Background: an optimization exercise with open tools, aiming at small area, a short achievable clock period and few clock cycles. Do not read the settings as production practice. In this exercise RTL edits were held to simulation tests only and were not proved equivalent to the original.

==> v10: inputs <==
Design gun, start of the top module:
module gun(
    input rst_i,
    input clk_i,
    input [15:0] sw_i,
    output busy,
    output [14:0] leds
);
Settings: LEC_CHECK=0, CAP_MARGIN=20, CORE_MARGIN=2, CORE_UTILIZATION=40, PLACE_DENSITY=0.75, SETUP_SLACK_MARGIN=1.2, SLEW_MARGIN=20, SYNTH_HIERARCHICAL=1, SYNTH_MINIMUM_KEEP_SIZE=0; clock period 4.0 ns.
standard.sh (not shown) runs the stock make flow with config.mk's settings and CLKGATE_MAP_FILE= SYNTH_SCRIPT=/design/flow/synth_recipe.tcl, a recipe that flattens the netlist after the stock synthesis.
==> flow/flow/run.sh <==
#!/bin/bash
set -euo pipefail
cd "$(dirname "${BASH_SOURCE[0]}")/.."
bash standard.sh finish ADDER_MAP_FILE= "BUFFER_PORTS_ARGS=-buffer_cell sky130_fd_sc_hd__buf_2" > standard_flow.log 2>&1
==> v30 (differences from v10) <==
- PLACE_DENSITY: 0.75 -> not set
==> v5 (differences from v10) <==
- PLACE_DENSITY: 0.75 -> not set
- SETUP_SLACK_MARGIN: 1.2 -> 1.25
==> impl_metrics.env <==
export IMPL_crit_arrival_ns=1.91
export IMPL_period_needed_ns=2.711
export IMPL_final_util_pct=44.77
export IMPL_worst_pin_slew_ns=0.8547
export IMPL_layout_common_cells="95 x nand2_1, 76 x xnor2_1, 40 x xor2_1"
export IMPL_status="no timing/DRC/antenna violations"
export IMPL_dpl_worst_slack_ns=1.226
export IMPL_regArea_um2=1005
export IMPL_first_global_vias=3041
export IMPL_skew_ns=0.006568
The numbers above come from v10.

==> impl_metrics.env <==
export IMPL_status="no timing/DRC/antenna violations"
export IMPL_worst_pin_slew_ns=0.8883
export IMPL_crit_arrival_ns=1.90
export IMPL_regArea_um2=1003
export IMPL_period_share_pct=67.39
export IMPL_layout_common_cells="95 x nand2_1, 76 x xnor2_1, 40 x xor2_1"
export IMPL_period_needed_ns=2.696
export IMPL_final_util_pct=43.87
export IMPL_first_global_vias=2987
export IMPL_dpl_worst_slack_ns=1.191
export IMPL_skew_ns=0.007618
The numbers above come from v30.

==> impl_metrics.env <==
export IMPL_status="no timing/DRC/antenna violations"
export IMPL_dpl_worst_slack_ns=1.191
export IMPL_crit_arrival_ns=1.86
export IMPL_period_needed_ns=2.662
export IMPL_layout_common_cells="94 x nand2_1, 76 x xnor2_1, 40 x xor2_1"
export IMPL_skew_ns=0.007934
export IMPL_worst_pin_slew_ns=0.8910
The numbers above come from v5.

Testbench counts of v10, summed over its fixed seeds: cycles 6,400.
Testbench counts of v30, summed over its fixed seeds: cycles 6,400.
Testbench counts of v5, summed over its fixed seeds: cycles 6,400.


==> branch fjord: inputs <==
gun, a different RTL version from the one above (not shown whole).
==> flow/config.mk <==
export PLATFORM = sky130hd
export DESIGN_NAME = gun
export DESIGN_NICKNAME = gun
export VERILOG_FILES = /design/flow/design.v
export SDC_FILE = /design/flow/constraint.sdc
export NUM_CORES = 4
export LEC_CHECK = 0
export CAP_MARGIN = 20
export CORE_MARGIN = 2
export CORE_UTILIZATION = 40
export SETUP_SLACK_MARGIN = 0.5
export SLEW_MARGIN = 20
export SYNTH_HIERARCHICAL = 1
export SYNTH_MINIMUM_KEEP_SIZE = 0
==> flow/constraint.sdc <==
create_clock -name core_clock -period 4.0 [get_ports {clk_i}]
set_input_delay 0.8000 -clock core_clock [delete_from_list [all_inputs] [get_ports {clk_i}]]
set_output_delay 0.8000 -clock core_clock [all_outputs]
set_load 0.01 [all_outputs]
Scripts as last shown in full above: flow/flow/run.sh
==> branch garnet: changes against branch fjord <==
--- a/flow/design.v
+++ b/flow/design.v
@@ -274,17 +274,17 @@
 );
 wire [7:0] a = sw_i[15:8];
 wire [6:0] b = sw_i[6:0];
 reg c1, c2;          
 reg [14:0] r0;
 reg [14:0] r1;       
 wire [8:0] v;
 wire [14:0] sum, car;
-wire [6:0] ap = {r1[13], r0[14], r0[13], r0[12], r0[11], r0[10], r0[9]};
+wire [6:0] ap = {r1[0], r1[13], r1[12], r1[11], r1[10], r1[8], r1[1]};
 gun_st1 st1(.a(a), .b(b), .v(v));
 gun_out out(.r0(r0), .c({r1[13], r1[12], r1[11], r1[10], r1[8], r1[1]}), .y(leds));
 wire [8:0] v2 = r0[8:0];
 wire xp1 = ap[0] & v2[0];
 wire xp2 = ap[0] & v2[1];
 wire xp3 = ap[0] & v2[2];
 wire xp4 = ap[0] & v2[3];
 wire xp5 = ap[0] & v2[4];
@@ -454,19 +454,20 @@
 always @(posedge clk_i) begin
     c1 <= rst_i;
     c2 <= c1 & ~rst_i;
 end
 always @(posedge clk_i) begin
     if (c2)
         r0 <= sum;
     else if (c1)
-        r0 <= {a[5:0], v};
+        r0[8:0] <= v;
 end
 always @(posedge clk_i) begin
-    if (c2) r1[1] <= car[1];
-    if (c2) r1[8] <= car[8];
-    if (c2) r1[10] <= car[10];
-    if (c2) r1[11] <= car[11];
-    if (c2) r1[12] <= car[12];
-    if (c2) r1[13] <= car[13]; else if (c1) r1[13] <= a[6];
+    if (c2) r1[0] <= 1'b0; else if (c1) r1[0] <= a[6];
+    if (c2) r1[1] <= car[1]; else if (c1) r1[1] <= a[0];
+    if (c2) r1[8] <= car[8]; else if (c1) r1[8] <= a[1];
+    if (c2) r1[10] <= car[10]; else if (c1) r1[10] <= a[2];
+    if (c2) r1[11] <= car[11]; else if (c1) r1[11] <= a[3];
+    if (c2) r1[12] <= car[12]; else if (c1) r1[12] <= a[4];
+    if (c2) r1[13] <= car[13]; else if (c1) r1[13] <= a[5];
 end
 endmodule
==> flow/flow/run.sh (replaced) <==
#!/bin/bash
set -euo pipefail
cd "$(dirname "${BASH_SOURCE[0]}")/.."
export ADDER_MAP_FILE=
bash standard.sh finish > standard_flow.log 2>&1
==> comparison table <==
metric	branch fjord	branch garnet
Fraction of final layout cells with drive strength greater than 1	15.8%	12.0%
Layout buffer count excluding clock buffers	35	56
Post-synthesis mux area share	2.11%	1.74%
Synthesized-area fraction occupied by and/or/nand/nor cells	17.9%	19.1%
Area of combinational cells with multiple inputs	0.00285 mm^2	0.00289 mm^2
Synthesis-stage register bit count	23	24
Number of tap cells added at floorplan	111	129
Slack of the worst reg-to-reg path	0.78 ns	0.88 ns
Total number of clock tree sinks	23	24
Worst Setup SP	r0[3]	ap[4]
Standard cell area after detailed placement	0.00390 mm^2	0.00423 mm^2
Least setup slack across all paths after layout	0.683 ns	0.652 ns
Die Area	0.0101 mm^2	0.0103 mm^2
Detailed Routing Iterations Pass 1	4	5
Die width	101 um	102 um
Post-Route M1 WL	4150 um	4290 um
Status	no timing/DRC/antenna violations	no timing/DRC/antenna violations
Area of the core	0.00915 mm^2	0.00924 mm^2
Initial Utilization	40.8%	41.2%
Fraction of area in clock buffers and inverters	1.17%	1.04%
Post-route fraction of the period consumed by the critical path	82.9%	83.7%
Global-route met2 utilization	32.9%	28.6%
Signal arrival time at the worst endpoint	2.52 ns	2.55 ns
Testbench counts of branch fjord, summed over its fixed seeds: cycles 6,400.
Testbench counts of branch garnet, summed over its fixed seeds: cycles 6,400.

port drivers added, routing unchanged:
How much do the figures lean on ideal ports? The routed layouts below were timed once more, with nothing changed but the port constraints. Step 1: set_driving_cell puts a clkbuf_16 on clk_i and a buf_2 on each other input, an assumption about the parent block. Step 2 times the ports against the registers' clock, not the clock port: input delays grow and output delays shrink by t, the midpoint of the rising clock arrivals with the driver on. a / b / c = ideal ports / drivers / drivers and shift; a / b = the first two.
| run | shift t [ns] | slack for setup (ns) | worst setup path at the end | worst register clock-pin slew, ns | worst data-port slew with drivers (ns) |
|---|---|---|---|---|---|
| v10 | 0.316 | 1.289 / 1.262 / 1.244 | input to register | 0.08 / 0.08 | 0.03 |
| v30 | 0.315 | 1.304 / 1.277 / 1.259 | input to register | 0.08 / 0.08 | 0.03 |
| v5 | 0.317 | 1.338 / 1.310 / 1.260 | input to register | 0.08 / 0.08 | 0.03 |
| branch fjord | 0.302 | 0.683 / 0.655 / 0.782 | register to register | 0.10 / 0.10 | 0.03 |
| branch garnet | 0.298 | 0.652 / 0.619 / 0.538 | input to register | 0.09 / 0.09 | 0.03 |
After both steps setup and hold are still met in every run listed. For branch garnet, which loses most, drivers alone change the setup slack by -0.033 ns; drivers and shift together by -0.114 ns.
